This is an optimization exercise on Yosys and OpenROAD, whose aim is small area, a short achievable clock period and few clock cycles, not a production implementation.
In this exercise RTL edits were held to simulation tests only and were not proved equivalent to the original.
Power figures rest on the tool's default switching activity, not on a simulated workload.

**flow/design.v**
```verilog
`timescale 1ns/1ns
module full_adder #(parameter n = 8)
					(input [n-1:0] a, b,
					input c,
					output reg carry,
					output reg [n-1:0] sum);
  always@(*)
	{carry, sum} = a+b+c;
endmodule
`timescale 1ns/1ns
module register #(parameter n = 8)
						(input clk, rst, enable,
						input [n-1:0] reg_in,
						output reg [n-1:0] reg_out);
	always @(posedge clk) begin
		if (rst)
			reg_out <= 0;
		else if (enable)
			reg_out <= reg_in;	
	end
endmodule
`timescale 1ns/1ns
module shift_register #(parameter n = 8)
						(input clk, rst, enable, load,
						input  ser_in,
						input [n-1:0] par_in,
						output reg [n-1:0] par_out);
	always @(posedge clk) begin
		if (rst)
			par_out <= 0;
		else if (load)
			par_out <= par_in;	
		else if (enable) begin
			par_out <= {ser_in, par_out[n-1:1]};
		end	
	end
endmodule
`timescale 1ns/1ns
module mux2to1 #(parameter width = 8) 
				(input [width-1:0] a,b,
				 input sel,
				 output reg [width-1:0] out);
	always @(*) begin
		case (sel)
			0: out = a;
			1: out = b;
			default: out = {width{1'b0}};
		endcase	
	end
endmodule
`timescale 1ns/1ns
module datapath #(parameter n = 8)
				(input rst, clk,
				input reg_b_enable, reg_a_enable, reg_p_enable, reg_a_load, sel_mux_reg_b_zero,
				input sel_p_reg,
				input [n-1:0] a, b,
				output a_lsb,
				output [2*n-1:0] mul_out);
	wire [n-1:0] b_to_mux, mux_to_adder, adder_sum, mux_to_p_out, reg_p_out;
	wire adder_cout;
	register #(n) reg_partial_out (.clk(clk), .enable(reg_p_enable), .rst (rst), .reg_in(mux_to_p_out), .reg_out(reg_p_out));
	shift_register #(n) reg_a (.clk(clk), .rst (rst), .enable(reg_a_enable), .load (reg_a_load), .ser_in (adder_sum[0]), .par_in (a), .par_out(mul_out[n-1:0]));
	register #(n) reg_b (.clk(clk), .rst (rst), .enable(reg_b_enable), .reg_in(b), .reg_out(b_to_mux));			
	full_adder #(n) fa (.a(reg_p_out), .b(mux_to_adder), .c(1'b0), .carry(adder_cout), .sum(adder_sum));
	mux2to1 #(n) mux_to_reg_p (.a({n{1'b0}}), .b({adder_cout,adder_sum[n-1:1]}), .sel(sel_p_reg), .out(mux_to_p_out));  
	mux2to1 #(n) mux_reg_b_zero (.a({n{1'b0}}), .b(b_to_mux), .sel(sel_mux_reg_b_zero), .out(mux_to_adder));  
	assign a_lsb = (mul_out[0] == 1);  
	assign mul_out[2*n-1:n] = reg_p_out;
endmodule				
`timescale 1ns/1ns
module controller #(parameter m = 3)  
					(input start, clk, rst, a_lsb,
					output reg reg_b_enable, reg_a_enable, reg_p_enable, sel_p_reg, reg_a_load, sel_mux_reg_b_zero,
					output reg valid);
	parameter [1:0] reset = 0, load = 1, addshift = 2, done = 3;
	reg [1:0] current_state, next_state;
	reg count_en;
	reg [m-1:0] count;
	always @(current_state, start, count) begin :combinational
		case (current_state) 
			reset: begin
				if (start == 1) next_state = load;
				else next_state = reset;
			end	
			load: begin
				if (start == 0) next_state = addshift;
				else next_state = load;
			end				
			addshift: begin
				if ( count == {m{1'b1}}) next_state = done;
				else next_state = addshift;
			end	
			done: begin
				next_state = reset;
			end	
			default: next_state = reset;
		endcase
	end
	always @(current_state, a_lsb) begin :combinational_controlling_signals
		count_en = 0;
		reg_b_enable = 0;
		reg_a_enable = 0;
		reg_p_enable = 0;
		sel_p_reg = 0;
		reg_a_load = 0;
		sel_mux_reg_b_zero = 0;
		valid = 0;
		case (current_state) 
			reset: begin
				count_en = 0;
				reg_b_enable = 0;
				reg_a_enable = 0;
				reg_p_enable = 1;
				sel_p_reg = 0;
				reg_a_load = 0;
				sel_mux_reg_b_zero = 0;
				valid = 0;
			end	
			load: begin
				reg_a_load = 1;
				reg_b_enable =1;
			end				
			addshift: begin
				if (a_lsb == 0) begin
					reg_a_enable = 1;
					sel_mux_reg_b_zero = 0;  
					reg_p_enable = 1;
				end	
				else begin
					reg_a_enable = 1;
					sel_mux_reg_b_zero = 1;  
					reg_p_enable = 1;
				end	
				count_en = 1;
				sel_p_reg = 1;
			end	
			done: begin
				valid = 1;
			end	
			default: begin
				count_en = 0;
				reg_b_enable = 0;
				reg_a_enable = 0;
				reg_p_enable = 0;
				sel_p_reg = 0;
				reg_a_load = 0;
				sel_mux_reg_b_zero = 0;
				valid = 0;
			end
		endcase
	end
	always @(posedge clk) begin :sequential
		if (rst)
			current_state <= reset;
		else
			current_state <= next_state;
	end	
	always @(posedge clk) begin :counter_seq
		if (rst) begin
			count <= 0;
		end	
		else if (count_en == 1)
			count <= count + 1;
	end
endmodule
`timescale 1ns/1ns
module seq_mult #(parameter n = 32)
				(input start, rst, clk,
				input [n-1:0] a, b,
				output valid,
				output [2*n-1:0] result);
	reg [31:0] breg;
	reg [32:0] hs, hc;
	reg [7:0] sl, cl;
	reg [23:0] l;
	reg        lb, ngd;
	reg [1:0]  p01;
	reg [1:0]  cnt;
	reg        run, pend, vld;
	function [15:0] sel;
		input [7:0] x;
		input y;
		integer k;
		reg [8:0] xy;
		reg x1, x0, p;
		begin
			xy = {x, y};
			for (k = 0; k < 4; k = k + 1) begin
				x1 = xy[2*k+2];
				x0 = xy[2*k+1];
				p  = xy[2*k];
				sel[k]       = ~x1 & (x0 ^ p);
				sel[4+k]   = ~x1 & x0 & p;
				sel[8+k] = x1 & (x0 ^ p);
				sel[12+k] = x1 & ~x0 & ~p;
			end
		end
	endfunction
	wire       ld = ~run;
	wire [31:0] bm = ld ? b : breg;
	wire [15:0] seli = sel(ld ? a[9:2] : l[7:0], lb & ~ld);
	wire [32:0] hsi = ld ? {1'b1, 2'b00, b[31:2] & {30{a[0]}}} : hs;
	wire [32:0] hci = ld ? {2'b00, b[31:1] & {31{a[1]}}} : hc;
	wire       c2i = ld & a[0] & a[1] & b[0] & b[1];
	wire [7:0] sli = sl & {8{run}};
	wire [7:0] cli = cl & {8{run}};
	wire       ngdi = ngd & run;
	wire [3:0] p1 = seli[3:0];
	wire [3:0] p2 = seli[7:4];
	wire [3:0] n1 = seli[11:8];
	wire [3:0] n2 = seli[15:12];
	wire [3:0] ng = n1 | n2;
	wire [33:0] pp0 = {~ng[0], ({33{p1[0]}} & {1'b0, bm}) | ({33{p2[0]}} & {bm, 1'b0}) | ({33{n1[0]}} & ~{1'b0, bm}) | ({33{n2[0]}} & ~{bm, 1'b0})};
	wire [33:0] pp1 = {~ng[1], ({33{p1[1]}} & {1'b0, bm}) | ({33{p2[1]}} & {bm, 1'b0}) | ({33{n1[1]}} & ~{1'b0, bm}) | ({33{n2[1]}} & ~{bm, 1'b0})};
	wire [33:0] pp2 = {~ng[2], ({33{p1[2]}} & {1'b0, bm}) | ({33{p2[2]}} & {bm, 1'b0}) | ({33{n1[2]}} & ~{1'b0, bm}) | ({33{n2[2]}} & ~{bm, 1'b0})};
	wire [33:0] pp3 = {~ng[3], ({33{p1[3]}} & {1'b0, bm}) | ({33{p2[3]}} & {bm, 1'b0}) | ({33{n1[3]}} & ~{1'b0, bm}) | ({33{n2[3]}} & ~{bm, 1'b0})};
	wire s1, c2;
	wire s3, c4;
	wire s5, c6;
	wire s7, c8;
	wire s9, c10;
	wire s11, c12;
	wire s13, c14;
	wire s15, c16;
	wire s17, c18;
	wire s19, c20;
	wire s21, c22;
	wire s23, c24;
	wire s25, c26;
	wire s27, c28;
	wire s29, c30;
	wire s31, c32;
	wire s33, c34;
	wire s35, c36;
	wire s37, c38;
	wire s39, c40;
	wire s41, c42;
	wire s43, c44;
	wire s45, c46;
	wire s47, c48;
	wire s49, c50;
	wire s51, c52;
	wire s53, c54;
	wire s55, c56;
	wire s57, c58;
	wire s59, c60;
	wire s61, c62;
	wire s63, c64;
	wire s65, c66;
	wire s67, c68;
	wire s69, c70;
	wire s71, c72;
	wire s73, c74;
	wire s75, c76;
	wire s77, c78;
	wire s79, c80;
	wire s81, c82;
	wire s83, c84;
	wire s85, c86;
	wire s87, c88;
	wire s89, c90;
	wire s91, c92;
	wire s93, c94;
	wire s95, c96;
	wire s97, c98;
	wire s99, c100;
	wire s101, c102;
	wire s103, c104;
	wire s105, c106;
	wire s107, c108;
	wire s109, c110;
	wire s111, c112;
	wire s113, c114;
	wire s115, c116;
	wire s117, c118;
	wire s119, c120;
	wire s121, c122;
	wire s123, c124;
	wire s125, c126;
	wire s127, c128;
	wire s129, c130;
	wire s131, c132;
	wire s133, c134;
	wire s135, c136;
	wire s137, c138;
	wire s139, c140;
	wire s141, c142;
	wire s143, c144;
	wire s145, c146;
	wire s147, c148;
	wire s149, c150;
	wire s151, c152;
	wire s153, c154;
	wire s155, c156;
	wire s157, c158;
	wire s159, c160;
	wire s161, c162;
	wire s163, c164;
	wire s165, c166;
	wire s167, c168;
	wire s169, c170;
	wire s171, c172;
	wire s173, c174;
	wire s175, c176;
	wire s177, c178;
	wire s179, c180;
	wire s181, c182;
	wire s183, c184;
	wire s185, c186;
	wire s187, c188;
	wire s189, c190;
	wire s191, c192;
	wire s193, c194;
	wire s195, c196;
	wire s197, c198;
	wire s199, c200;
	wire s201, c202;
	wire s203, c204;
	wire s205, c206;
	wire s207, c208;
	wire s209, c210;
	wire s211, c212;
	wire s213, c214;
	wire s215, c216;
	wire s217, c218;
	wire s219, c220;
	wire s221, c222;
	wire s223, c224;
	wire s225, c226;
	wire s227, c228;
	wire s229, c230;
	wire s231, c232;
	wire s233, c234;
	wire s235, c236;
	wire s237, c238;
	wire s239, c240;
	wire s241, c242;
	wire s243, c244;
	wire s245, c246;
	wire s247, c248;
	wire s249, c250;
	wire s251, c252;
	wire s253, c254;
	wire s255, c256;
	wire s257, c258;
	wire s259, c260;
	wire s261, c262;
	wire s263, c264;
	wire s265, c266;
	wire s267, c268;
	wire s269, c270;
	wire s271, c272;
	wire s273, c274;
	wire s275, c276;
	wire s277, c278;
	wire s279, c280;
	wire s281, c282;
	csa_fa u_s1 (.a(hsi[0]), .b(hci[0]), .c(pp0[0]), .s(s1), .co(c2));
	csa_ha u_s3 (.a(hsi[1]), .b(hci[1]), .s(s3), .co(c4));
	csa_fa u_s5 (.a(hsi[2]), .b(hci[2]), .c(pp0[2]), .s(s5), .co(c6));
	csa_ha u_s7 (.a(hsi[3]), .b(hci[3]), .s(s7), .co(c8));
	csa_fa u_s9 (.a(hsi[4]), .b(hci[4]), .c(pp0[4]), .s(s9), .co(c10));
	csa_ha u_s11 (.a(pp1[2]), .b(pp2[0]), .s(s11), .co(c12));
	csa_fa u_s13 (.a(hsi[5]), .b(hci[5]), .c(pp0[5]), .s(s13), .co(c14));
	csa_ha u_s15 (.a(pp1[3]), .b(pp2[1]), .s(s15), .co(c16));
	csa_fa u_s17 (.a(hsi[6]), .b(hci[6]), .c(pp0[6]), .s(s17), .co(c18));
	csa_fa u_s19 (.a(pp1[4]), .b(pp2[2]), .c(pp3[0]), .s(s19), .co(c20));
	csa_fa u_s21 (.a(hsi[7]), .b(hci[7]), .c(pp0[7]), .s(s21), .co(c22));
	csa_fa u_s23 (.a(pp1[5]), .b(pp2[3]), .c(pp3[1]), .s(s23), .co(c24));
	csa_fa u_s25 (.a(hsi[8]), .b(hci[8]), .c(pp0[8]), .s(s25), .co(c26));
	csa_fa u_s27 (.a(pp1[6]), .b(pp2[4]), .c(pp3[2]), .s(s27), .co(c28));
	csa_fa u_s29 (.a(hsi[9]), .b(hci[9]), .c(pp0[9]), .s(s29), .co(c30));
	csa_fa u_s31 (.a(pp1[7]), .b(pp2[5]), .c(pp3[3]), .s(s31), .co(c32));
	csa_fa u_s33 (.a(hsi[10]), .b(hci[10]), .c(pp0[10]), .s(s33), .co(c34));
	csa_fa u_s35 (.a(pp1[8]), .b(pp2[6]), .c(pp3[4]), .s(s35), .co(c36));
	csa_fa u_s37 (.a(hsi[11]), .b(hci[11]), .c(pp0[11]), .s(s37), .co(c38));
	csa_fa u_s39 (.a(pp1[9]), .b(pp2[7]), .c(pp3[5]), .s(s39), .co(c40));
	csa_fa u_s41 (.a(hsi[12]), .b(hci[12]), .c(pp0[12]), .s(s41), .co(c42));
	csa_fa u_s43 (.a(pp1[10]), .b(pp2[8]), .c(pp3[6]), .s(s43), .co(c44));
	csa_fa u_s45 (.a(hsi[13]), .b(hci[13]), .c(pp0[13]), .s(s45), .co(c46));
	csa_fa u_s47 (.a(pp1[11]), .b(pp2[9]), .c(pp3[7]), .s(s47), .co(c48));
	csa_fa u_s49 (.a(hsi[14]), .b(hci[14]), .c(pp0[14]), .s(s49), .co(c50));
	csa_fa u_s51 (.a(pp1[12]), .b(pp2[10]), .c(pp3[8]), .s(s51), .co(c52));
	csa_fa u_s53 (.a(hsi[15]), .b(hci[15]), .c(pp0[15]), .s(s53), .co(c54));
	csa_fa u_s55 (.a(pp1[13]), .b(pp2[11]), .c(pp3[9]), .s(s55), .co(c56));
	csa_fa u_s57 (.a(hsi[16]), .b(hci[16]), .c(pp0[16]), .s(s57), .co(c58));
	csa_fa u_s59 (.a(pp1[14]), .b(pp2[12]), .c(pp3[10]), .s(s59), .co(c60));
	csa_fa u_s61 (.a(hsi[17]), .b(hci[17]), .c(pp0[17]), .s(s61), .co(c62));
	csa_fa u_s63 (.a(pp1[15]), .b(pp2[13]), .c(pp3[11]), .s(s63), .co(c64));
	csa_fa u_s65 (.a(hsi[18]), .b(hci[18]), .c(pp0[18]), .s(s65), .co(c66));
	csa_fa u_s67 (.a(pp1[16]), .b(pp2[14]), .c(pp3[12]), .s(s67), .co(c68));
	csa_fa u_s69 (.a(hsi[19]), .b(hci[19]), .c(pp0[19]), .s(s69), .co(c70));
	csa_fa u_s71 (.a(pp1[17]), .b(pp2[15]), .c(pp3[13]), .s(s71), .co(c72));
	csa_fa u_s73 (.a(hsi[20]), .b(hci[20]), .c(pp0[20]), .s(s73), .co(c74));
	csa_fa u_s75 (.a(pp1[18]), .b(pp2[16]), .c(pp3[14]), .s(s75), .co(c76));
	csa_fa u_s77 (.a(hsi[21]), .b(hci[21]), .c(pp0[21]), .s(s77), .co(c78));
	csa_fa u_s79 (.a(pp1[19]), .b(pp2[17]), .c(pp3[15]), .s(s79), .co(c80));
	csa_fa u_s81 (.a(hsi[22]), .b(hci[22]), .c(pp0[22]), .s(s81), .co(c82));
	csa_fa u_s83 (.a(pp1[20]), .b(pp2[18]), .c(pp3[16]), .s(s83), .co(c84));
	csa_fa u_s85 (.a(hsi[23]), .b(hci[23]), .c(pp0[23]), .s(s85), .co(c86));
	csa_fa u_s87 (.a(pp1[21]), .b(pp2[19]), .c(pp3[17]), .s(s87), .co(c88));
	csa_fa u_s89 (.a(hsi[24]), .b(hci[24]), .c(pp0[24]), .s(s89), .co(c90));
	csa_fa u_s91 (.a(pp1[22]), .b(pp2[20]), .c(pp3[18]), .s(s91), .co(c92));
	csa_fa u_s93 (.a(hsi[25]), .b(hci[25]), .c(pp0[25]), .s(s93), .co(c94));
	csa_fa u_s95 (.a(pp1[23]), .b(pp2[21]), .c(pp3[19]), .s(s95), .co(c96));
	csa_fa u_s97 (.a(hsi[26]), .b(hci[26]), .c(pp0[26]), .s(s97), .co(c98));
	csa_fa u_s99 (.a(pp1[24]), .b(pp2[22]), .c(pp3[20]), .s(s99), .co(c100));
	csa_fa u_s101 (.a(hsi[27]), .b(hci[27]), .c(pp0[27]), .s(s101), .co(c102));
	csa_fa u_s103 (.a(pp1[25]), .b(pp2[23]), .c(pp3[21]), .s(s103), .co(c104));
	csa_fa u_s105 (.a(hsi[28]), .b(hci[28]), .c(pp0[28]), .s(s105), .co(c106));
	csa_fa u_s107 (.a(pp1[26]), .b(pp2[24]), .c(pp3[22]), .s(s107), .co(c108));
	csa_fa u_s109 (.a(hsi[29]), .b(hci[29]), .c(pp0[29]), .s(s109), .co(c110));
	csa_fa u_s111 (.a(pp1[27]), .b(pp2[25]), .c(pp3[23]), .s(s111), .co(c112));
	csa_fa u_s113 (.a(hsi[30]), .b(hci[30]), .c(pp0[30]), .s(s113), .co(c114));
	csa_fa u_s115 (.a(pp1[28]), .b(pp2[26]), .c(pp3[24]), .s(s115), .co(c116));
	csa_fa u_s117 (.a(hsi[31]), .b(hci[31]), .c(pp0[31]), .s(s117), .co(c118));
	csa_fa u_s119 (.a(pp1[29]), .b(pp2[27]), .c(pp3[25]), .s(s119), .co(c120));
	csa_fa u_s121 (.a(~hsi[32]), .b(hci[32]), .c(pp0[32]), .s(s121), .co(c122));
	csa_fa u_s123 (.a(pp1[30]), .b(pp2[28]), .c(pp3[26]), .s(s123), .co(c124));
	csa_fa u_s125 (.a(hsi[32]), .b(pp0[33]), .c(pp1[31]), .s(s125), .co(c126));
	csa_ha u_s127 (.a(pp2[29]), .b(pp3[27]), .s(s127), .co(c128));
	csa_fa u_s129 (.a(pp1[32]), .b(pp2[30]), .c(pp3[28]), .s(s129), .co(c130));
	csa_ha u_s131 (.a(ng[0]), .b(c2i), .s(s131), .co(c132));
	csa_fa u_s133 (.a(c2), .b(pp0[1]), .c(cyn[1]), .s(s133), .co(c134));
	csa_fa u_s135 (.a(c4), .b(pp1[0]), .c(ng[1]), .s(s135), .co(c136));
	csa_fa u_s137 (.a(c6), .b(pp0[3]), .c(pp1[1]), .s(s137), .co(c138));
	csa_fa u_s139 (.a(c8), .b(ng[2]), .c(s9), .s(s139), .co(c140));
	csa_fa u_s141 (.a(c10), .b(c12), .c(s13), .s(s141), .co(c142));
	csa_fa u_s143 (.a(c14), .b(c16), .c(s17), .s(s143), .co(c144));
	csa_fa u_s145 (.a(c18), .b(c20), .c(s21), .s(s145), .co(c146));
	csa_fa u_s147 (.a(c22), .b(c24), .c(s25), .s(s147), .co(c148));
	csa_fa u_s149 (.a(c26), .b(c28), .c(s29), .s(s149), .co(c150));
	csa_fa u_s151 (.a(c30), .b(c32), .c(s33), .s(s151), .co(c152));
	csa_fa u_s153 (.a(c34), .b(c36), .c(s37), .s(s153), .co(c154));
	csa_fa u_s155 (.a(c38), .b(c40), .c(s41), .s(s155), .co(c156));
	csa_fa u_s157 (.a(c42), .b(c44), .c(s45), .s(s157), .co(c158));
	csa_fa u_s159 (.a(c46), .b(c48), .c(s49), .s(s159), .co(c160));
	csa_fa u_s161 (.a(c50), .b(c52), .c(s53), .s(s161), .co(c162));
	csa_fa u_s163 (.a(c54), .b(c56), .c(s57), .s(s163), .co(c164));
	csa_fa u_s165 (.a(c58), .b(c60), .c(s61), .s(s165), .co(c166));
	csa_fa u_s167 (.a(c62), .b(c64), .c(s65), .s(s167), .co(c168));
	csa_fa u_s169 (.a(c66), .b(c68), .c(s69), .s(s169), .co(c170));
	csa_fa u_s171 (.a(c70), .b(c72), .c(s73), .s(s171), .co(c172));
	csa_fa u_s173 (.a(c74), .b(c76), .c(s77), .s(s173), .co(c174));
	csa_fa u_s175 (.a(c78), .b(c80), .c(s81), .s(s175), .co(c176));
	csa_fa u_s177 (.a(c82), .b(c84), .c(s85), .s(s177), .co(c178));
	csa_fa u_s179 (.a(c86), .b(c88), .c(s89), .s(s179), .co(c180));
	csa_fa u_s181 (.a(c90), .b(c92), .c(s93), .s(s181), .co(c182));
	csa_fa u_s183 (.a(c94), .b(c96), .c(s97), .s(s183), .co(c184));
	csa_fa u_s185 (.a(c98), .b(c100), .c(s101), .s(s185), .co(c186));
	csa_fa u_s187 (.a(c102), .b(c104), .c(s105), .s(s187), .co(c188));
	csa_fa u_s189 (.a(c106), .b(c108), .c(s109), .s(s189), .co(c190));
	csa_fa u_s191 (.a(c110), .b(c112), .c(s113), .s(s191), .co(c192));
	csa_fa u_s193 (.a(c114), .b(c116), .c(s117), .s(s193), .co(c194));
	csa_fa u_s195 (.a(c118), .b(c120), .c(s121), .s(s195), .co(c196));
	csa_fa u_s197 (.a(c122), .b(c124), .c(s125), .s(s197), .co(c198));
	csa_fa u_s199 (.a(c126), .b(c128), .c(1'b1), .s(s199), .co(c200));
	csa_fa u_s201 (.a(c130), .b(pp1[33]), .c(pp2[31]), .s(s201), .co(c202));
	csa_ha u_s203 (.a(pp2[32]), .b(pp3[30]), .s(s203), .co(c204));
	csa_ha u_s205 (.a(cyn[0]), .b(s1), .s(s205), .co(c206));
	csa_fa u_s207 (.a(c132), .b(s3), .c(s133), .s(s207), .co(c208));
	csa_fa u_s209 (.a(c134), .b(s5), .c(s135), .s(s209), .co(c210));
	csa_fa u_s211 (.a(c136), .b(s7), .c(s137), .s(s211), .co(c212));
	csa_fa u_s213 (.a(c138), .b(s11), .c(s139), .s(s213), .co(c214));
	csa_fa u_s215 (.a(c140), .b(s15), .c(s141), .s(s215), .co(c216));
	csa_fa u_s217 (.a(c142), .b(s19), .c(s143), .s(s217), .co(c218));
	csa_fa u_s219 (.a(c144), .b(s23), .c(s145), .s(s219), .co(c220));
	csa_fa u_s221 (.a(c146), .b(s27), .c(s147), .s(s221), .co(c222));
	csa_fa u_s223 (.a(c148), .b(s31), .c(s149), .s(s223), .co(c224));
	csa_fa u_s225 (.a(c150), .b(s35), .c(s151), .s(s225), .co(c226));
	csa_fa u_s227 (.a(c152), .b(s39), .c(s153), .s(s227), .co(c228));
	csa_fa u_s229 (.a(c154), .b(s43), .c(s155), .s(s229), .co(c230));
	csa_fa u_s231 (.a(c156), .b(s47), .c(s157), .s(s231), .co(c232));
	csa_fa u_s233 (.a(c158), .b(s51), .c(s159), .s(s233), .co(c234));
	csa_fa u_s235 (.a(c160), .b(s55), .c(s161), .s(s235), .co(c236));
	csa_fa u_s237 (.a(c162), .b(s59), .c(s163), .s(s237), .co(c238));
	csa_fa u_s239 (.a(c164), .b(s63), .c(s165), .s(s239), .co(c240));
	csa_fa u_s241 (.a(c166), .b(s67), .c(s167), .s(s241), .co(c242));
	csa_fa u_s243 (.a(c168), .b(s71), .c(s169), .s(s243), .co(c244));
	csa_fa u_s245 (.a(c170), .b(s75), .c(s171), .s(s245), .co(c246));
	csa_fa u_s247 (.a(c172), .b(s79), .c(s173), .s(s247), .co(c248));
	csa_fa u_s249 (.a(c174), .b(s83), .c(s175), .s(s249), .co(c250));
	csa_fa u_s251 (.a(c176), .b(s87), .c(s177), .s(s251), .co(c252));
	csa_fa u_s253 (.a(c178), .b(s91), .c(s179), .s(s253), .co(c254));
	csa_fa u_s255 (.a(c180), .b(s95), .c(s181), .s(s255), .co(c256));
	csa_fa u_s257 (.a(c182), .b(s99), .c(s183), .s(s257), .co(c258));
	csa_fa u_s259 (.a(c184), .b(s103), .c(s185), .s(s259), .co(c260));
	csa_fa u_s261 (.a(c186), .b(s107), .c(s187), .s(s261), .co(c262));
	csa_fa u_s263 (.a(c188), .b(s111), .c(s189), .s(s263), .co(c264));
	csa_fa u_s265 (.a(c190), .b(s115), .c(s191), .s(s265), .co(c266));
	csa_fa u_s267 (.a(c192), .b(s119), .c(s193), .s(s267), .co(c268));
	csa_fa u_s269 (.a(c194), .b(s123), .c(s195), .s(s269), .co(c270));
	csa_fa u_s271 (.a(c196), .b(s127), .c(s197), .s(s271), .co(c272));
	csa_fa u_s273 (.a(c198), .b(s129), .c(s199), .s(s273), .co(c274));
	csa_fa u_s275 (.a(c200), .b(pp3[29]), .c(s201), .s(s275), .co(c276));
	csa_fa u_s277 (.a(c202), .b(1'b1), .c(s203), .s(s277), .co(c278));
	csa_fa u_s279 (.a(c204), .b(pp2[33]), .c(pp3[31]), .s(s279), .co(c280));
	csa_ha u_s281 (.a(pp3[32]), .b(1'b1), .s(s281), .co(c282));
	wire [40:0] sv = {1'b0, c282, c280, c278, c276, c274, c272, c270, c268, c266, c264, c262, c260, c258, c256, c254, c252, c250, c248, c246, c244, c242, c240, c238, c236, c234, c232, c230, c228, c226, c224, c222, c220, c218, c216, c214, c212, c210, c208, c206, s131};
	wire [40:0] cv = {1'b0, pp3[33], s281, s279, s277, s275, s273, s271, s269, s267, s265, s263, s261, s259, s257, s255, s253, s251, s249, s247, s245, s243, s241, s239, s237, s235, s233, s231, s229, s227, s225, s223, s221, s219, s217, s215, s213, s211, s209, s207, s205};
	wire [9:0] low = sli + cli + {ngdi, 6'd0};
	wire [1:0] cyn = low[9:8];
	always @(posedge clk) begin
		breg <= bm;
		hs   <= sv[40:8];
		hc   <= cv[40:8];
		sl   <= sv[7:0];
		cl   <= cv[7:0];
		ngd  <= ng[3];
		if (ld) begin
			p01  <= {(a[0] & b[1]) ^ (a[1] & b[0]), a[0] & b[0]};
			lb   <= a[9];
			l    <= {10'd0, a[31:10]};
		end else begin
			lb   <= l[7];
			l    <= {low[7:0], l[23:8]};
		end
	end
	always @(posedge clk) begin
		if (rst) begin
			run  <= 1'b0;
			pend <= 1'b0;
			vld  <= 1'b0;
		end else begin
			vld <= 1'b0;
			if (!run) begin
				if (start | pend) begin
					run  <= 1'b1;
					pend <= 1'b0;
					cnt  <= 2'd0;
				end
			end else begin
				cnt <= cnt + 1'b1;
				if (cnt == 2'd2) begin
					run  <= 1'b0;
					pend <= start;
					vld  <= ~start;
				end
			end
		end
	end
	wire [37:0] hsum = {hs[29:0], sl} + {hc[29:0], cl};
	assign valid  = vld;
	assign result = {hsum, l, p01};
endmodule
module csa_fa (input a, b, c, output s, co);
	assign s  = a ^ b ^ c;
	assign co = (a & b) | (a & c) | (b & c);
endmodule
module csa_ha (input a, b, output s, co);
	assign s  = a ^ b;
	assign co = a & b;
endmodule
```
**flow/flow/run.sh**
```bash
#!/bin/bash
# The standard layout, with the port buffers made of buf_1 cells
# instead of the default clkdlybuf4s50_1. The make output goes to make.log.
set -euo pipefail
bash standard.sh "BUFFER_PORTS_ARGS=-buffer_cell sky130_fd_sc_hd__buf_1" finish > make.log 2>&1
```
**flow/standard.sh**
```bash
#!/bin/bash
# synth_recipe.tcl (not shown) runs the flow's synth.tcl, then flattens the netlist and writes it again
# the make line also repeats each setting of config.mk as NAME=value (left out here)
make -C /OpenROAD-flow-scripts/flow DESIGN_CONFIG=/design/flow/config.mk WORK_HOME=/design/flow/orfs CLKGATE_MAP_FILE= SYNTH_SCRIPT=/design/flow/synth_recipe.tcl "${@:-finish}"
```
**flow/config.mk**
```make
export PLATFORM = sky130hd
export DESIGN_NAME = seq_mult
export DESIGN_NICKNAME = seq_mult
export VERILOG_FILES = /design/flow/design.v
export SDC_FILE = /design/flow/constraint.sdc
export NUM_CORES = 4
export LEC_CHECK = 0
export ABC_AREA = 1
export CAP_MARGIN = 20
export CORE_MARGIN = 2
export CORE_UTILIZATION = 40
export CTS_CLUSTER_DIAMETER = 150
export CTS_CLUSTER_SIZE = 40
export SETUP_SLACK_MARGIN = 1.3
export SLEW_MARGIN = 20
export SYNTH_HIERARCHICAL = 1
```
**flow/constraint.sdc**
```tcl
create_clock -name core_clock -period 5.0 [get_ports {clk}]
set_input_delay 1.0000 -clock core_clock [delete_from_list [all_inputs] [get_ports {clk}]]
set_output_delay 1.0000 -clock core_clock [all_outputs]
set_load 0.01 [all_outputs]
```
==> results of run 1 <==
[sequential cells by signal, indices dropped and copies added, names as in the netlist]
register,cells
vld,1
breg,32
pend,1
hs,32
ngd,1
p01,2
cl,8
hc,32
lb,1
l,24
cnt,2
run,1
sl,8
[Yosys stat by module (local to each module, per instance)]
module / flops+latches / copies in the design
csa_fa: 0 / 132
csa_ha: 0 / 9
seq_mult: 145 / 1
[how the worst max path moves through the flow]
stage | cells after the start | endpoint | slack [ns] | startpoint
final | 11 | hc[22] | 1.43 | run
after floorplan | 19 | cl[1] | 1.31 | run
after CTS | 12 | result[59] | 1.30 | hc[0]
after global routing | 12 | result[59] | 1.25 | hc[0]
after global placement | 11 | hc[12] | 0.96 | a[2]
after detailed placement | 10 | hc[15] | 0.85 | a[3]
[placed cells by master, fill, tap and decap left out, types with 13 or more instances in the layout]
cell,netlist,final
buf_1,5,130
nand2_2,16,26
dfxtp_1,141,137
nand3_1,30,26
xor2_1,18,18
nor3_1,13,13
inv_1,179,179
a21oi_1,73,72
o21ai_0,116,114
nand2_1,841,831
o21ai_1,23,25
nand4_1,68,68
fa_1,135,133
buf_4,8,18
ha_1,61,59
o211ai_1,48,48
nor2_1,87,81
clkbuf_16,0,18
[worst max-delay path, delay by kind of cell (launching register included)]
| family | cells | cell delay, ns |
|---|---|---|
| adders and majority gates | 3 | 1.56 |
| DFF | 1 | 0.40 |
| AOI/OAI and AO/OA | 1 | 0.14 |
| buffers and inverters | 2 | 0.37 |
| and+or+nand+nor | 5 | 0.95 |
[Yosys cell counts, types with 11 or more instances]
| master | instances | share of area |
|---|---|---|
| a21oi_1 | 73 | 0.027 |
| buf_2 | 46 | 0.017 |
| clkbuf_1 | 24 | 0.0066 |
| clkinv_1 | 11 | 0.0030 |
| dfxtp_1 | 141 | 0.21 |
| fa_1 | 135 | 0.20 |
| ha_1 | 61 | 0.056 |
| inv_1 | 179 | 0.049 |
| nand2_1 | 841 | 0.23 |
| nand2_2 | 16 | 0.0073 |
| nand3_1 | 30 | 0.011 |
| nand4_1 | 68 | 0.031 |
| nor2_1 | 87 | 0.024 |
| nor3_1 | 13 | 0.0047 |
| o211ai_1 | 48 | 0.026 |
| o21ai_0 | 116 | 0.042 |
| o21ai_1 | 23 | 0.0084 |
| xor2_1 | 18 | 0.011 |
[metrics by stage]
step	total power [uW]	utilization	setup slack, ns	hold slack, ns
after floorplan	6390	-	1.31	0.475
after global placement	8460	0.432	0.963	0.433
after detailed placement	8650	0.432	0.853	0.436
after CTS	9990	0.453	1.30	0.461
after global routing	11000	0.457	1.25	0.486
final	10100	0.457	1.43	0.454
[repair_timing]
item,4_1_cts,5_1_grt
cloned,3,1
hold buffers,0,0
setup buffers,4,1
pin swaps,3,2
setup endpoints to repair,76,71
resized for setup,11,32
[power by group]
part	switching (uW)	leakage, uW	total, uW	internal, uW
logic	4430	0.00574	6870	2450
clock network	603	0.000278	1260	659
registers	320	0.00123	1950	1630
[metal layers]
metal / global-route usage / vias up
met5: 0 / -
li1: - / 6562
met2: 0.433 / 581
met4: 0.0871 / 0
met3: 0.0445 / 87
met1: 0.366 / 6321
[cell type report]
cell class | count | area [sq um]
Timing Repair Buffer | 155 | 768
Fill cell | 3508 | 18300
Multi-Input combinational cell | 1581 | 9790
Sequential cell | 145 | 2950
Inverter | 199 | 773
Clock inverter | 15 | 141
Clock buffer | 17 | 425
Tap cell | 448 | 561
[kinds of logic after synthesis]
| family | count (synthesis) |
|---|---|
| AO/OA/AOI/OAI | 275 |
| XOR/XNOR | 24 |
| adder cells (fa/ha/maj) | 196 |
| buffers and inverters | 283 |
| flip-flops | 145 |
| other | 2 |
| AND/OR/NAND/NOR | 1080 |
==> summary.txt, run 1 <==
P_leak = 0.00724 uW
drt pass-1 iters = 6
Reg2Reg Depth = 11
initial antenna violation count = 0
vias in the first global route = 13175
largest net degree at the start of global routing = 62
clk buf depth = 2
most used cell, CP = fa_1
Post-synth EDFFs = 4
asr flop ratio synth = 0
Pwr Density = 654 nW/um^2
Final period util = 0.715
mux cell area share after synthesis = 0
die width = 189 um
clk_skew = 0.0115 ns
CP Launch Type = register
num rows = 67
Synth cell types = 42
Met1 Routed Length = 21.5 mm
WS Path Type = reg -> reg
Routed met2 length = 21.4 mm
CP endpoint kind = register
Compound-Gate Fraction of Synth Area = 0.112
worst-path cell chain = inv_8 > or2_1 > o21ai_4 > nand2_2 > nand3_4 > inv_2 > nand2_1 > nand4_1 > fa_1 > fa_1 > fa_1
max layer used = met4
GRT Util Overall = 0.268
CTS root buf = clkbuf_16
Simple-Gate Fraction of Synth Area = 0.321
RSZ-0062 raised after global routing = yes
H-tree level count = 4
Hold Path Class = reg -> reg
CP max-delay cell = fa_1
fin crit period = 3.57 ns
via/cell ratio = 5.29
WL met3 = 3.27 mm
Synth Instances = 2005
die area = 35800 sq um
final instance area = 15400 sq um
DP Cell Count = 2519
I/O Pins = 132
Final Setup Violations = 0
max_cap viols = 0
outcome = finished clean
fmax = 280 MHz
Routed Antenna Nets = 0
cts bufs inserted = 17
clk sinks = 145
Detailed Route WL = 47.8 mm
total global routing overflow = 0
core area = 33700 sq um
main combinational cell family by area after synthesis = simple AND/OR/NAND/NOR gates
TNS Setup = 0 ns
first-pass GRT wire length = 74.5 mm
reg2reg start = run
Worst slew margin = 0.444
Crit Path Max Fanout = 47
Nets = 2362
Hold Path Depth = 2
violation count after the first detailed-route iteration = 1227
Max Slew Vio Count = 0
die height = 189 um
CP arrival = 3.89 ns
Worst-Margin Slew = 0.833 ns
Starting Density = 0.408
Avg WL per Cell = 18.7 um
DP Area = 14600 sq um
hold path endpoint = l[10]
worst skew pair latency = 0.45 ns
R2R Path End = hc[22]
Finished Layout Cells = 2560
post-DP HPWL = 35.7 mm
synthesis-to-finish area growth = 12.1%
max incr delay on CP = 0.62 ns
Placer Congestion = 0.888
adder-cell share of the synthesized area = 0.252
mapped cell area = 13700 sq um
ys flop type = dfxtp_1
Clock transition at path regs = 0.07 ns
WP data required = 5.32 ns
DRC Markers = 0
share of layout cells above drive strength 1 = 0.0639
Ys Warns = 7
maximum VDD drop = 0.320 mV
final hold vios = 0
Hold Crit Start = l[18]
Via Count = 13551
Port Buffer Count = 131
post-synthesis sequential area ratio = 0.214
Post-Synth XOR/XNOR Area = 0.0153
Syn Area/Cell = 6.85 sq um
r2r setup slk = 1.43 ns
#FFs+latches synth = 145
TritonCTS clock tree = built
Antenna diodes = 0
Testbench counts, summed over its fixed seeds: cycles 8,000.
==> inputs of run 2 (changes only) <==
--- a/flow/config.mk
+++ b/flow/config.mk
@@ -11,5 +11,3 @@
 export CORE_UTILIZATION = 40
-export CTS_CLUSTER_DIAMETER = 150
-export CTS_CLUSTER_SIZE = 40
-export SETUP_SLACK_MARGIN = 1.3
+export SETUP_SLACK_MARGIN = 1.45
 export SLEW_MARGIN = 20
==> summary.txt, run 2 <==
outcome = finished clean
asr flop ratio synth = 0 (unchanged)
Final Setup Violations = 0 (unchanged)
first-pass GRT wire length = 74.1 mm (-0.50%)
Crit Path Max Fanout = 18 (-62%)
net switching fraction of the power = 0.518 (-0.0124)
RSZ-0062 raised after global routing = yes
vias in the first global route = 13013 (-1.2%)
P_leak = 0.00735 uW (+1.4%)
share of layout cells above drive strength 1 = 0.0877 (+0.0237)
Pwr Density = 660 nW/um^2 (+0.84%)
violation count after the first detailed-route iteration = 1382 (+13%)
core area = 33700 sq um (unchanged)
combinational share of power = 0.679 (-0.003)
GR Layer Usage met3 = 0.0473 (+0.00278)
Reg2Reg Depth = 12 (+1)
Synth area leader = nand2_1
Synth Instances = 2005 (unchanged)
Antenna diodes = 0 (unchanged)
Yosys top cell area share = 0.230 (unchanged)
maximum VDD drop = 0.343 mV (+7.1%)
die area = 35800 sq um (unchanged)
#FFs+latches synth = 145 (unchanged)
commonest non-fill, non-tap cell in the layout = nand2_1
worst skew pair latency = 0.45 ns (about the same)
Synth area leaders = nand2_1 23%, dfxtp_1 21%, fa_1 20%, ha_1 5.6%, inv_1 4.9%
Routed Antenna Nets = 0 (unchanged)
CP endpoint kind = register
Detailed Route WL = 48.4 mm (+1.3%)
Ys Warns = 7 (unchanged)
P_int = 5000 uW (+5.6%)
post-DP HPWL = 35.5 mm (-0.53%)
Avg WL per Cell = 18.8 um (+0.94%)
drt pass-1 iters = 7 (+1)
fin crit period = 3.49 ns (-0.0863 ns)
post-synthesis sequential area ratio = 0.214 (unchanged)
synthesis-to-finish area growth = 14.4%
final hold vios = 0 (unchanged)
largest net degree at the start of global routing = 60 (-3.2%)
fmax = 287 MHz (+2.5%)
mapped cell area = 13700 sq um (unchanged)
Worst-Margin Slew = 0.929 ns (+0.0967 ns)
Top Usage Layer GRT = met2
Synth cell types = 42 (unchanged)
Commonest cells post-synth = 841 x nand2_1, 179 x inv_1, 141 x dfxtp_1
Placer Congestion = 0.889 (about the same)
Max Slew Vio Count = 0 (unchanged)
Post-Place Setup Slack = 0.951 ns (+0.0986 ns)
DRC Markers = 0 (unchanged)
max_cap viols = 0 (unchanged)
Nets = 2372 (+0.42%)
die width = 189 um (unchanged)
Clock transition at path regs = 0.07 ns (about the same)
CP Launch Type = register
Flop pwr share = 0.190 (-0.003)
TNS Setup = 0 ns (unchanged)
total global routing overflow = 0 (unchanged)
power share of the clock group = 0.131 (+0.006)
die height = 189 um (unchanged)
cts bufs inserted = 17 (unchanged)
Post-synth EDFFs = 4 (unchanged)
Starting Density = 0.408 (unchanged)
# hold bufs at CTS = 0 (unchanged)
initial antenna violation count = 0 (unchanged)
GRT Util Overall = 0.266 (-0.00251)
H-tree level count = 4 (unchanged)
Port Buffer Count = 131 (unchanged)
CP arrival = 3.79 ns (-0.10 ns)
Sw Pwr = 5380 uW (+0.50%)
top-count cell post-synth = nand2_1
ys flop type = dfxtp_1
Worst slew margin = 0.380 (-0.0645)
met2 Use GR = 0.425 (-0.00803)
commonest non-fill, non-tap cells in the layout = 819 x nand2_1, 177 x inv_1, 132 x dfxtp_1
Hold Path Depth = 2 (unchanged)
M1 GR Usage = 0.368 (+0.00193)
WP data required = 5.30 ns (-0.02 ns)
Syn Area/Cell = 6.85 sq um (unchanged)
Final period util = 0.698 (-0.0173)
clk_skew = 0.0164 ns (+0.00492 ns)
WS Path Type = reg -> reg
Hold Path Class = reg -> reg
clk buf depth = 2 (unchanged)
via/cell ratio = 5.38 (+1.6%)
worst setup margin = 1.51 ns (+0.0863 ns)
Largest regs = breg x32, hc x32, hs x32
Via Count = 13823 (+2.0%)
CTS root buf = clkbuf_16
TritonCTS clock tree = built
I/O Pins = 132 (unchanged)
clk sinks = 145 (unchanged)
num rows = 67 (unchanged)
## run 2: cell types whose count changed in the layout (fill, tap and decap cells not counted), sizes merged
| cell | previous run | this run |
|---|---|---|
| clkinvlp | 6 | 7 |
| buf | 152 | 159 |
| clkinv | 11 | 12 |
| bufinv | 0 | 3 |
| inv | 197 | 192 |
| clkbuf | 19 | 22 |
## run 2: per-layer routing
| metal | routed length (um) | vias to the layer above | share of wire |
|---|---|---|---|
| met5 | 0 | - | 0 |
| met2 | 21700 | 633 | 0.45 |
| met1 | 21500 | 6514 | 0.44 |
| met4 | 1330 | 0 | 0.028 |
| met3 | 3860 | 86 | 0.080 |
| li1 | - | 6590 | - |
## run 2: power groups by stage
stage	registers (uW)	logic, uW	clock network [uW]
final	1970	7050	1360
after global routing	2000	7900	1430
after global placement	1960	6570	0
after detailed placement	1960	6710	0
after floorplan	1810	4580	0
after CTS	1940	6810	1370
## run 2: cell families (layout without fill, tap and decap cells)
kind of cell / after synthesis / count (layout) / synth area share
xor+xnor: 24 / 24 / 0.0153
simple gates: 1080 / 1082 / 0.321
other cells: 2 / 4 / 0.000547
buf+inv: 283 / 396 / 0.0844
compound gates: 275 / 275 / 0.112
flops: 145 / 145 / 0.214
fa+ha+maj: 196 / 196 / 0.252
## run 2: worst paths after layout
path         start  endpoint  slack, ns
max reg2reg    run    hc[13]       1.51
max            run    hc[13]       1.51
min reg2reg   l[8]      l[0]       0.46
min           l[8]      l[0]       0.46
## run 2: worst max-delay path: stages (launching register included)
cell and delay (ns):
dfxtp_4 0.45, clkinv_8 0.15, or2_1 0.24, o21ai_2 0.19
inv_2 0.07, nand2_1 0.14, nor2_4 0.12, buf_4 0.24
nand2_1 0.08, nand4_1 0.15, fa_1 0.50, fa_1 0.55
fa_1 0.44
## run 2: layout make-up
class | count | area [sq um]
multi-input combinational | 1581 | 9940
fill | 3481 | 18000
inverter | 199 | 790
tap | 448 | 561
clock buffer | 18 | 429
sequential | 145 | 2960
clock inverter | 14 | 178
timing repair inverter | 1 | 8.76
timing repair buffer | 164 | 858
## run 2: timing repair
item	CTS	global route
pin swaps	4	7
setup buffers	5	6
resized for setup	31	68
cloned	2	4
setup endpoints to repair	91	90
## run 2: per-module statistics from Yosys (local to each module, per instance)
module / cells inside / area [sq um] / flip-flops and latches
seq_mult: 1864 / 11000 / 145
csa_ha: 1 / 12.5 / 0
csa_fa: 1 / 20.0 / 0
## run 2: per-stage QoR
stage                     power, uW  utilization  instances  hold WS (ns)  area (sq um)
after detailed placement       8670        0.432       2521         0.436         14600
after CTS                     10100        0.456       2560         0.459         15400
after floorplan                6390            -       2007         0.475         13800
after global routing          11300        0.466       2570         0.475         15700
after global placement         8530        0.432       2521         0.433         14600
final                         10400        0.466       2570         0.458         15700
==> inputs of run 3 (changes only) <==
--- a/flow/config.mk
+++ b/flow/config.mk
@@ -11,3 +11,4 @@
 export CORE_UTILIZATION = 40
-export SETUP_SLACK_MARGIN = 1.45
+export PLACE_DENSITY = 0.75
+export SETUP_SLACK_MARGIN = 1.3
 export SLEW_MARGIN = 20
==> summary.txt, run 3 <==
Clock transition at path regs = 0.07 ns (about the same)
post-synthesis sequential area ratio = 0.214 (unchanged)
WP data required = 5.29 ns (about the same)
Placer Congestion = 0.953 (+7.3%)
#FFs+latches synth = 145 (unchanged)
Crit Path Max Fanout = 37 (+19)
via/cell ratio = 5.48 (+1.9%)
largest net degree at the start of global routing = 146 (+140%)
DRC Markers = 0 (unchanged)
Reg2Reg Depth = 11 (-1)
mapped cell area = 13700 sq um (unchanged)
worst-path cell chain = buf_16 > nand2_1 > o211ai_1 > nand2_1 > nor2_2 > buf_4 > a21oi_1 > o21ai_1 > fa_1 > fa_1 > fa_1
Commonest cells post-synth = 841 x nand2_1, 179 x inv_1, 141 x dfxtp_1
synthesis-to-finish area growth = 12.2%
TNS Setup = 0 ns (unchanged)
ys flop type = dfxtp_1
outcome = finished clean
top-count cell post-synth = nand2_1
die height = 189 um (unchanged)
CP Launch Type = register
commonest non-fill, non-tap cell in the layout = nand2_1
drt pass-1 iters = 6 (-1)
area of the multi-input gates = 9760 sq um (-1.8%)
first-pass GRT wire length = 72.1 mm (-2.7%)
TritonCTS clock tree = built
clk sinks = 145 (unchanged)
Synth area leader = nand2_1
Nets = 2365 (-0.30%)
Worst slew margin = 0.594 (+0.214)
reg2reg start = run
Antenna diodes = 0 (unchanged)
CTS root buf = clkbuf_16
WS Path Type = reg -> reg
die area = 35800 sq um (unchanged)
Reg area = 2950 sq um (-0.30%)
CP arrival = 3.92 ns (+0.13 ns)
commonest non-fill, non-tap cells in the layout = 834 x nand2_1, 179 x inv_1, 139 x dfxtp_1
Synth cell types = 42 (unchanged)
H-tree level count = 4 (unchanged)
asr flop ratio synth = 0 (unchanged)
Yosys top cell area share = 0.230 (unchanged)
CP max-delay cell = fa_1
fillers = 3420 (-1.8%)
Pwr Density = 659 nW/um^2 (-0.11%)
r2r setup slk = 1.38 ns (-0.14 ns)
violation count after the first detailed-route iteration = 1727 (+25%)
Synth Instances = 2005 (unchanged)
fin crit period = 3.62 ns (+0.135 ns)
Post-synth EDFFs = 4 (unchanged)
Starting Density = 0.408 (unchanged)
final instance area = 15400 sq um (-2.0%)
most used cell, CP = fa_1
total global routing overflow = 0 (unchanged)
Max Slew Vio Count = 0 (unchanged)
initial antenna violation count = 1 (+1)
die width = 189 um (unchanged)
Routed Antenna Nets = 0 (unchanged)
Hold Path Class = reg -> reg
R2R Path End = hc[18]
CP endpoint kind = register
max_cap viols = 0 (unchanged)
Worst-Margin Slew = 0.605 ns (-0.325 ns)
clk buf depth = 2 (unchanged)
cts bufs inserted = 17 (unchanged)
share of layout cells above drive strength 1 = 0.0615 (-0.0262)
vias in the first global route = 13600 (+4.5%)
Final Setup Violations = 0 (unchanged)
Syn Area/Cell = 6.85 sq um (unchanged)
maximum VDD drop = 0.291 mV (-15%)
Ys Warns = 7 (unchanged)
GRT Util Overall = 0.256 (-0.0102)
P_leak = 0.00728 uW (-0.91%)
core area = 33700 sq um (unchanged)
clk_skew = 0.0114 ns (-0.00502 ns)
Port Buffer Count = 131 (unchanged)
DP Area = 14600 sq um (about the same)
Avg WL per Cell = 18.4 um (-2.2%)
Largest regs = breg x32, hc x32, hs x32
post-DP HPWL = 34.7 mm (-2.5%)
fmax = 276 MHz (-3.7%)
max incr delay on CP = 0.56 ns (about the same)
Worst Setup EP = hc[18]
num rows = 67 (unchanged)
final hold vios = 0 (unchanged)
I/O Pins = 132 (unchanged)
worst skew pair latency = 0.45 ns (about the same)
Final period util = 0.725 (+0.0271)
# hold bufs at CTS = 0 (unchanged)
Via Count = 14048 (+1.6%)
RSZ-0062 raised after global routing = no
Synth area leaders = nand2_1 23%, dfxtp_1 21%, fa_1 20%, ha_1 5.6%, inv_1 4.9%
Detailed Route WL = 47.2 mm (-2.4%)
crit path from = run
[run 3: cell counts after synthesis]
Identical to the previous run, type by type.
[run 3: through the flow]
stage	setup WS (ns)	hold WS [ns]	instances	power [uW]	util
final	1.38	0.456	2563	10200	0.457
after global routing	1.29	0.466	2563	11000	0.457
after CTS	1.21	0.459	2552	9980	0.451
after detailed placement	0.961	0.444	2520	8580	0.432
after global placement	1.05	0.441	2520	8390	0.432
after floorplan	1.31	0.475	2007	6390	-
[run 3: worst min path at each step]
stage / from / endpoint / slack, ns / cells past startpoint
final: l[11] / l[3] / 0.46 / 2
after detailed placement: l[16] / l[8] / 0.44 / 2
after CTS: l[11] / l[3] / 0.46 / 2
after global routing: l[11] / l[3] / 0.47 / 2
after floorplan: l[8] / l[0] / 0.47 / 2
after global placement: l[11] / l[3] / 0.44 / 2
[run 3: cell type report]
| cell class | instances | area share |
|---|---|---|
| Sequential cell | 145 | 0.191 |
| Tap cell | 448 | 0.0364 |
| Multi-Input combinational cell | 1580 | 0.633 |
| Timing Repair Buffer | 159 | 0.0500 |
| Inverter | 199 | 0.0506 |
| Clock inverter | 12 | 0.00853 |
| Clock buffer | 20 | 0.0297 |
[run 3: per-layer routing]
layer / global-route usage / routed length [um]
met5: 0 / 14
met4: 0.128 / 2070
met3: 0.0484 / 4640
met2: 0.421 / 22000
met1: 0.321 / 18500
[run 3: cell families after synthesis]
group / synth area share
xor gates and xnor gates: 0.0153
and+or+nand+nor: 0.321
buffers and inverters: 0.0844
adders and majority gates: 0.252
AOI/OAI and AO/OA: 0.112
DFF: 0.214
other: 0.000547
[run 3: power by group]
part | switching, uW | internal [uW]
clock | 548 | 765
sequential | 330 | 1630
combinational | 4440 | 2450
total | 5320 | 4840
[run 3: worst max-delay path, delay by kind of cell, from the launching register on]
family | cells | cell delay (ns)
AOI/OAI and AO/OA | 3 | 0.47
buffers and inverters | 2 | 0.63
and+or+nand+nor | 3 | 0.36
DFF | 1 | 0.45
adders and majority gates | 3 | 1.53
[run 3: repair_timing]
action	4_1_cts	5_1_grt
endpoints found under the setup margin	49	79
cloned	0	4
setup buffers	0	7
gates resized for setup	10	27
pin swaps	0	4
[run 3: per-module statistics from Yosys, one instance, submodules excluded]
module / copies in the design / flip-flops and latches
seq_mult: 1 / 145
csa_fa: 132 / 0
csa_ha: 9 / 0
==> inputs of run 4 (changes only) <==
--- a/flow/config.mk
+++ b/flow/config.mk
@@ -11,3 +11,3 @@
 export CORE_UTILIZATION = 40
-export PLACE_DENSITY = 0.75
+export CTS_BUF_LIST = sky130_fd_sc_hd__clkbuf_8
 export SETUP_SLACK_MARGIN = 1.3
==> summary.txt, run 4 <==
Reg2Reg Depth = 10 (-1)
GRT Util Overall = 0.268 (+0.0121)
Crit Path Max Fanout = 16 (-57%)
maximum VDD drop = 0.322 mV (+11%)
die height = 189 um (unchanged)
first-pass GRT wire length = 74.3 mm (+3.0%)
DP Cell Count = 2519 (-0.040%)
num rows = 67 (unchanged)
max_cap viols = 0 (unchanged)
hold path endpoint = l[10]
total global routing overflow = 0 (unchanged)
net switching fraction of the power = 0.544 (+0.0200)
asr flop ratio synth = 0 (unchanged)
vias in the first global route = 13135 (-3.4%)
CP Launch Type = register
Detailed Route WL = 47.8 mm (+1.3%)
Post-synth EDFFs = 4 (unchanged)
Synth Instances = 2005 (unchanged)
R2R Path End = hc[22]
Met1 Routed Length = 21.5 mm (+16%)
Starting Density = 0.408 (unchanged)
outcome = finished clean
P_int = 4460 uW (-7.8%)
WL met3 = 3.45 mm (-26%)
Worst-Margin Slew = 0.867 ns (+0.262 ns)
Yosys top cell area share = 0.230 (unchanged)
Port Buffer Count = 131 (unchanged)
Post-Place Setup Slack = 0.853 ns (-0.108 ns)
Routed met2 length = 21.4 mm (-3.0%)
fin crit period = 3.62 ns (-0.00568 ns)
CP endpoint kind = register
Max Slew Vio Count = 0 (unchanged)
drt pass-1 iters = 6 (unchanged)
Largest regs = breg x32, hc x32, hs x32
synthesis-to-finish area growth = 11.0%
Sw Pwr = 5310 uW (-0.12%)
top-count cell post-synth = nand2_1
Final Setup Violations = 0 (unchanged)
RSZ-0062 raised after global routing = yes
Antenna diodes = 0 (unchanged)
Ys Warns = 7 (unchanged)
commonest non-fill, non-tap cell in the layout = nand2_1
r2r setup slk = 1.38 ns (about the same)
die width = 189 um (unchanged)
Hold Path Class = reg -> reg
Syn Area/Cell = 6.85 sq um (unchanged)
clk_skew = 0.0222 ns (+0.0108 ns)
TritonCTS clock tree = built
hold_ws = 0.461 ns (+0.00576 ns)
H-tree level count = 4 (unchanged)
TNS Setup = 0 ns (unchanged)
die area = 35800 sq um (unchanged)
cts bufs inserted = 17 (unchanged)
post-synthesis sequential area ratio = 0.214 (unchanged)
Commonest cells post-synth = 841 x nand2_1, 179 x inv_1, 141 x dfxtp_1
Clock transition at path regs = 0.10 ns (+0.03 ns)
Hold Path Depth = 2 (unchanged)
Nets = 2365 (unchanged)
ys flop type = dfxtp_1
core area = 33700 sq um (unchanged)
# hold bufs at CTS = 0 (unchanged)
max layer used = met4
Worst slew margin = 0.422 (-0.172)
Synth cell types = 42 (unchanged)
clk buf depth = 2 (unchanged)
WP data required = 5.36 ns (+0.07 ns)
worst setup margin = 1.38 ns (+0.00568 ns)
Tot Pwr = 9770 uW (-3.8%)
CTS root buf = clkbuf_8
worst skew pair latency = 0.50 ns (+0.05 ns)
post-DP HPWL = 35.7 mm (+3.1%)
combinational share of power = 0.705 (+0.027)
final hold vios = 0 (unchanged)
Placer Congestion = 0.888 (-6.9%)
Flop pwr share = 0.199 (+0.006)
Final period util = 0.723 (-0.00114)
#FFs+latches synth = 145 (unchanged)
Pwr Density = 640 nW/um^2 (-2.8%)
I/O Pins = 132 (unchanged)
DRC Markers = 0 (unchanged)
Routed Antenna Nets = 0 (unchanged)
mapped cell area = 13700 sq um (unchanged)
Avg WL per Cell = 18.7 um (+1.3%)
violation count after the first detailed-route iteration = 1322 (-23%)
largest net degree at the start of global routing = 62 (-58%)
clk sinks = 145 (unchanged)
Hold Crit Start = l[18]
CP arrival = 3.98 ns (+0.06 ns)
commonest non-fill, non-tap cells in the layout = 829 x nand2_1, 179 x inv_1, 135 x dfxtp_1
via/cell ratio = 5.29 (-3.5%)
power share of the clock group = 0.095 (-0.034)
initial antenna violation count = 0 (-1)
fmax = 276 MHz (+0.16%)
reg2reg start = run
Synth area leaders = nand2_1 23%, dfxtp_1 21%, fa_1 20%, ha_1 5.6%, inv_1 4.9%
Synth area leader = nand2_1
Finished Layout Cells = 2563 (unchanged)
P_leak = 0.00718 uW (-1.3%)
Via Count = 13557 (-3.5%)
share of layout cells above drive strength 1 = 0.0690 (+0.00757)
WS Path Type = reg -> reg
-- run 4: cell counts after synthesis --
No cell type changed its count.
-- run 4: metrics by stage --
stage | instance area [sq um] | util
5_1_grt | 15300 | 0.453
3_5_place_dp | 14600 | 0.432
4_1_cts | 15100 | 0.448
3_3_place_gp | 14600 | 0.432
6_report | 15300 | 0.453
2_1_floorplan | 13800 | -
-- run 4: cells by family (layout without fill, tap and decap cells) --
logic type,after synthesis,count (layout),synth area share
compound gates,275,275,0.112
xor+xnor,24,24,0.0153
fa+ha+maj,196,196,0.252
buf+inv,283,389,0.0844
flops,145,145,0.214
other cells,2,4,0.000547
simple gates,1080,1082,0.321
-- run 4: worst max-delay path, cell delays in order (launching register included) --
cell	delay, ns
dfxtp_4	0.39
buf_4	0.20
o21ai_2	0.39
nand2_2	0.24
nand2_1	0.30
nor2_4	0.19
nand2_1	0.10
nand4_1	0.12
fa_1	0.48
fa_1	0.62
fa_1	0.46
-- run 4: worst max path at each step --
| stage | end | depth (start not counted) | start |
|---|---|---|---|
| final | hc[22] | 10 | run |
| after global routing | result[59] | 12 | hc[0] |
| after CTS | result[61] | 9 | sl[2] |
| after detailed placement | hc[15] | 10 | a[3] |
| after global placement | hc[12] | 11 | a[2] |
| after floorplan | cl[1] | 19 | run |
-- run 4: final cells by class --
type,count,area [sq um]
Tap cell,448,561
Clock inverter,15,141
Inverter,199,778
Multi-Input combinational cell,1581,9800
Timing Repair Buffer,158,792
Clock buffer,17,234
Sequential cell,145,2950
Fill cell,3546,18400
-- run 4: timing repair --
action | in CTS | in global routing
setup buffers | 5 | 3
gates cloned | 3 | 1
pin swaps | 3 | 3
endpoints found under the setup margin | 80 | 65
gates resized for setup | 19 | 33
-- run 4: per-layer routing --
metal  vias to the layer above  track usage
met2                       549        0.431
met4                         0       0.0903
li1                       6565            -
met1                      6357        0.363
met3                        86       0.0475
met5                         -            0
-- run 4: power groups by stage --
stage | clock network, uW | logic (uW) | registers (uW)
after detailed placement | 0 | 6690 | 1960
after global routing | 984 | 7790 | 1970
after floorplan | 0 | 4580 | 1810
after CTS | 948 | 6780 | 1930
final | 930 | 6890 | 1950
after global placement | 0 | 6500 | 1960
-- run 4: modules after synthesis (local to each module, per instance) --
| module | flip-flops and latches | copies in the design |
|---|---|---|
| csa_fa | 0 | 132 |
| csa_ha | 0 | 9 |
| seq_mult | 145 | 1 |
==> inputs of run 5 (changes only) <==
--- a/flow/config.mk
+++ b/flow/config.mk
@@ -7,3 +7,2 @@
 export LEC_CHECK = 0
-export ABC_AREA = 1
 export CAP_MARGIN = 20
@@ -11,3 +10,2 @@
 export CORE_UTILIZATION = 40
-export CTS_BUF_LIST = sky130_fd_sc_hd__clkbuf_8
 export SETUP_SLACK_MARGIN = 1.3
==> summary.txt, run 5 <==
reg2reg start = run
top-count cell post-synth = dfxtp_1
hold path endpoint = breg[22]
Pwr Density = 710 nW/um^2 (+11%)
# hold bufs at CTS = 0 (unchanged)
TritonCTS clock tree = built
violation count after the first detailed-route iteration = 889 (-33%)
RSZ-0062 raised after global routing = yes
Final period util = 0.830 (+0.106)
net switching fraction of the power = 0.480 (-0.0635)
GRT Util Overall = 0.238 (-0.0293)
Met1 Routed Length = 18.3 mm (-15%)
initial antenna violation count = 0 (unchanged)
Placer Congestion = 0.909 (+2.4%)
adder-cell share of the synthesized area = 0.263 (+0.0108)
I/O Pins = 132 (unchanged)
ys flop type = dfxtp_1
total global routing overflow = 0 (unchanged)
R2R Path End = hc[12]
die area = 34400 sq um (-4.0%)
Synth area leaders = dfxtp_1 21%, fa_1 21%, xor2_1 7.6%, ha_1 5.8%, a22oi_1 5.2%
crit path from = cl[0]
P_int = 5850 uW (+31%)
Tot Pwr = 11300 uW (+15%)
max_cap viols = 0 (unchanged)
WL met3 = 2.60 mm (-25%)
largest net degree at the start of global routing = 85 (+37%)
first-pass GRT wire length = 62.7 mm (-16%)
Hold Path Depth = 2 (unchanged)
fmax = 241 MHz (-13%)
Synth cell types = 62 (+48%)
clk_skew = 0.0214 ns (-0.000776 ns)
outcome = finished clean
num rows = 66 (-1.5%)
mapped cell area = 13200 sq um (-4.1%)
clk sinks = 145 (unchanged)
maximum VDD drop = 0.551 mV (+71%)
clk buf depth = 2 (unchanged)
H-tree level count = 4 (unchanged)
Hold Crit Start = breg[22]
mux cell area share after synthesis = 0.0248 (+0.0248)
Starting Density = 0.406 (-0.00177)
Hold Path Class = reg -> reg
Synth Instances = 1378 (-31%)
Avg WL per Cell = 20.8 um (+11%)
worst skew pair latency = 0.44 ns (-0.06 ns)
Post-Synth XOR/XNOR Area = 0.116 (+0.100)
combinational share of power = 0.704 (about the same)
Routed met2 length = 18.6 mm (-13%)
Port Buffer Count = 131 (unchanged)
core area = 32500 sq um (-3.7%)
drt pass-1 iters = 5 (-1)
Clock transition at path regs = 0.08 ns (-0.02 ns)
Crit Path Max Fanout = 3 (-13)
Flop pwr share = 0.181 (-0.018)
Compound-Gate Fraction of Synth Area = 0.242 (+0.130)
Largest regs = breg x32, hc x32, hs x32
final hold vios = 0 (unchanged)
vias in the first global route = 10956 (-17%)
fin crit period = 4.15 ns (+0.532 ns)
commonest non-fill, non-tap cell in the layout = fa_1
CP arrival = 3.15 ns (-0.83 ns)
post-DP HPWL = 29.6 mm (-17%)
DRC Markers = 0 (unchanged)
die height = 185 um (-2.0%)
Via Count = 11012 (-19%)
WP data required = 4.00 ns (-1.36 ns)
Sw Pwr = 5410 uW (+1.8%)
WS Path Type = reg -> out
max layer used = met4
CTS root buf = clkbuf_16
#FFs+latches synth = 145 (unchanged)
post-synthesis sequential area ratio = 0.223 (+0.00920)
Synth area leader = dfxtp_1
P_leak = 0.00647 uW (-9.9%)
power share of the clock group = 0.116 (+0.021)
Yosys top cell area share = 0.214 (-0.0155)
asr flop ratio synth = 0 (unchanged)
Nets = 1750 (-26%)
Detailed Route WL = 40.3 mm (-16%)
synthesis-to-finish area growth = 20.3%
Final Setup Violations = 0 (unchanged)
Ys Warns = 7 (unchanged)
Routed Antenna Nets = 0 (unchanged)
max incr delay on CP = 0.38 ns (-0.24 ns)
Simple-Gate Fraction of Synth Area = 0.0740 (-0.247)
r2r setup slk = 1.45 ns (+0.07 ns)
via/cell ratio = 5.67 (+7.2%)
Post-synth EDFFs = 4 (unchanged)
Syn Area/Cell = 9.56 sq um (+40%)
Worst-Margin Slew = 0.949 ns (+0.0818 ns)
Antenna diodes = 0 (unchanged)
commonest non-fill, non-tap cells in the layout = 133 x fa_1, 116 x buf_1, 111 x dfxtp_1
fillers = 3062 (-14%)
Worst slew margin = 0.368 (-0.0539)
share of layout cells above drive strength 1 = 0.194 (+0.125)
Reg2Reg Depth = 11 (+1)
worst-path cell chain = ha_4 > inv_2 > fa_2 > nor2b_4 > o31a_4 > o41ai_4 > o31a_2 > a21boi_4 > a211oi_4 > buf_12 > o211ai_4 > xor2_1 > buf_2
TNS Setup = 0 ns (unchanged)
CP Launch Type = register
Commonest cells post-synth = 141 x dfxtp_1, 135 x fa_1, 114 x xor2_1
CP max-delay cell = o41ai_4
main combinational cell family by area after synthesis = adder cells
Max Slew Vio Count = 0 (unchanged)
cts bufs inserted = 17 (unchanged)
die width = 185 um (-2.0%)
CP endpoint kind = output port
hold_ws = 0.462 ns (+0.000691 ns)
run 5: cell types whose count changed in the layout (fill, tap and decap cells not counted), sizes merged, moves of 60 or more:
cell   delta
a22o     +61
a22oi    +92
nand2   -825
xor2     +96
inv     -139
nand4    -60
run 5: worst max-delay path by stage:
stage | to | slack, ns | depth (start not counted)
finish | result[62] | 0.85 | 13
global route | result[62] | 0.78 | 13
CTS | result[62] | 0.89 | 13
detailed placement | hc[11] | 0.70 | 9
global placement | hc[11] | 0.71 | 9
floorplan | cl[1] | 1.29 | 17
run 5: kinds of logic after synthesis:
kind of cell / count (synthesis)
compound gates: 457
xor+xnor: 174
fa+ha+maj: 196
buf+inv: 174
flops: 145
mux: 30
other cells: 2
simple gates: 200
run 5: layout make-up:
type                            count  area (sq um)  area share
Clock inverter                     15           179      0.0113
Inverter                           51           193      0.0122
Tap cell                          442           553      0.0349
Clock buffer                       17           425      0.0268
Multi-Input combinational cell   1061         10300       0.650
Timing Repair Buffer              211          1210      0.0764
Sequential cell                   145          2990       0.188
run 5: critical path: cells and delay by family (launching register included):
family / cells / cell delay [ns]
and+or+nand+nor: 1 / 0.06
DFF: 1 / 0.34
xor gates and xnor gates: 1 / 0.18
buffers and inverters: 3 / 0.38
adders and majority gates: 2 / 0.40
AOI/OAI and AO/OA: 6 / 1.35
run 5: per-layer routing:
| layer | global-route usage | up-vias |
|---|---|---|
| met5 | 0 | - |
| met4 | 0.0676 | 0 |
| met3 | 0.0389 | 50 |
| met2 | 0.379 | 420 |
| met1 | 0.334 | 5451 |
| li1 | - | 5091 |
run 5: modules after synthesis, one instance, submodules excluded:
| module | flip-flops and latches | copies in the design | cells inside |
|---|---|---|---|
| seq_mult | 145 | 1 | 1237 |
| csa_fa | 0 | 132 | 1 |
| csa_ha | 0 | 9 | 1 |
run 5: power by group through the flow:
stage               registers [uW]  logic [uW]  clock network [uW]
finish                        2030        7930                1300
CTS                           1980        7450                1320
global placement              1940        6500                   0
detailed placement            1940        6610                   0
floorplan                     1800        4670                   0
global route                  2060        8670                1380
run 5: through the flow:
| step | instances | worst slack [ns] | util | instance area, sq um |
|---|---|---|---|---|
| 2_1_floorplan | 1380 | 1.29 | - | 13200 |
| 4_1_cts | 1934 | 0.895 | 0.477 | 15500 |
| 5_1_grt | 1942 | 0.784 | 0.488 | 15900 |
| 3_3_place_gp | 1884 | 0.715 | 0.437 | 14200 |
| 3_5_place_dp | 1884 | 0.697 | 0.437 | 14200 |
| 6_report | 1942 | 0.850 | 0.488 | 15900 |
run 5: what timing repair did:
| item | CTS | global route |
|---|---|---|
| resized for setup | 109 | 76 |
| endpoints found under the setup margin | 92 | 81 |
| pin swaps | 20 | 31 |
| hold endpoints to repair | 0 | 0 |
| buffers inserted | 18 | 8 |

-- separate check: timing with driven ports --
The results above use ideal ports. As a check the final layouts listed here were re-extracted and re-timed, cells and wires unchanged.
Step 1, drivers: a clkbuf_16 drives clk and a buf_2 each remaining input, both assumed.
Step 2 times the ports against the registers' clock, not the clock port: input delays grow and output delays shrink by t, the midpoint of the rising clock arrivals with the driver on.
Three values: ideal ports, drivers, drivers and shift; two values: the first two.
run | t (ns) | setup slack, ns | hold slack, ns | worst setup path at the end | worst data-port slew with drivers (ns)
run 1 | 0.494 | 1.426 / 1.401 / 0.973 | 0.454 / 0.454 / 0.454 | input to register | 0.04
run 2 | 0.490 | 1.512 / 1.486 / 1.068 | 0.458 / 0.458 / 0.458 | input to register | 0.05
run 3 | 0.490 | 1.377 / 1.377 / 0.975 | 0.456 / 0.456 / 0.456 | input to register | 0.05
run 4 | 0.532 | 1.383 / 1.365 / 0.910 | 0.461 / 0.461 / 0.461 | input to register | 0.04
run 5 | 0.481 | 0.850 / 0.799 / 0.960 | 0.462 / 0.462 / 0.462 | input to register | 0.05
After both steps every run listed still meets setup and hold. The setup slack of run 4, which loses most, moves by -0.018 ns with the drivers and by -0.473 ns with both steps.
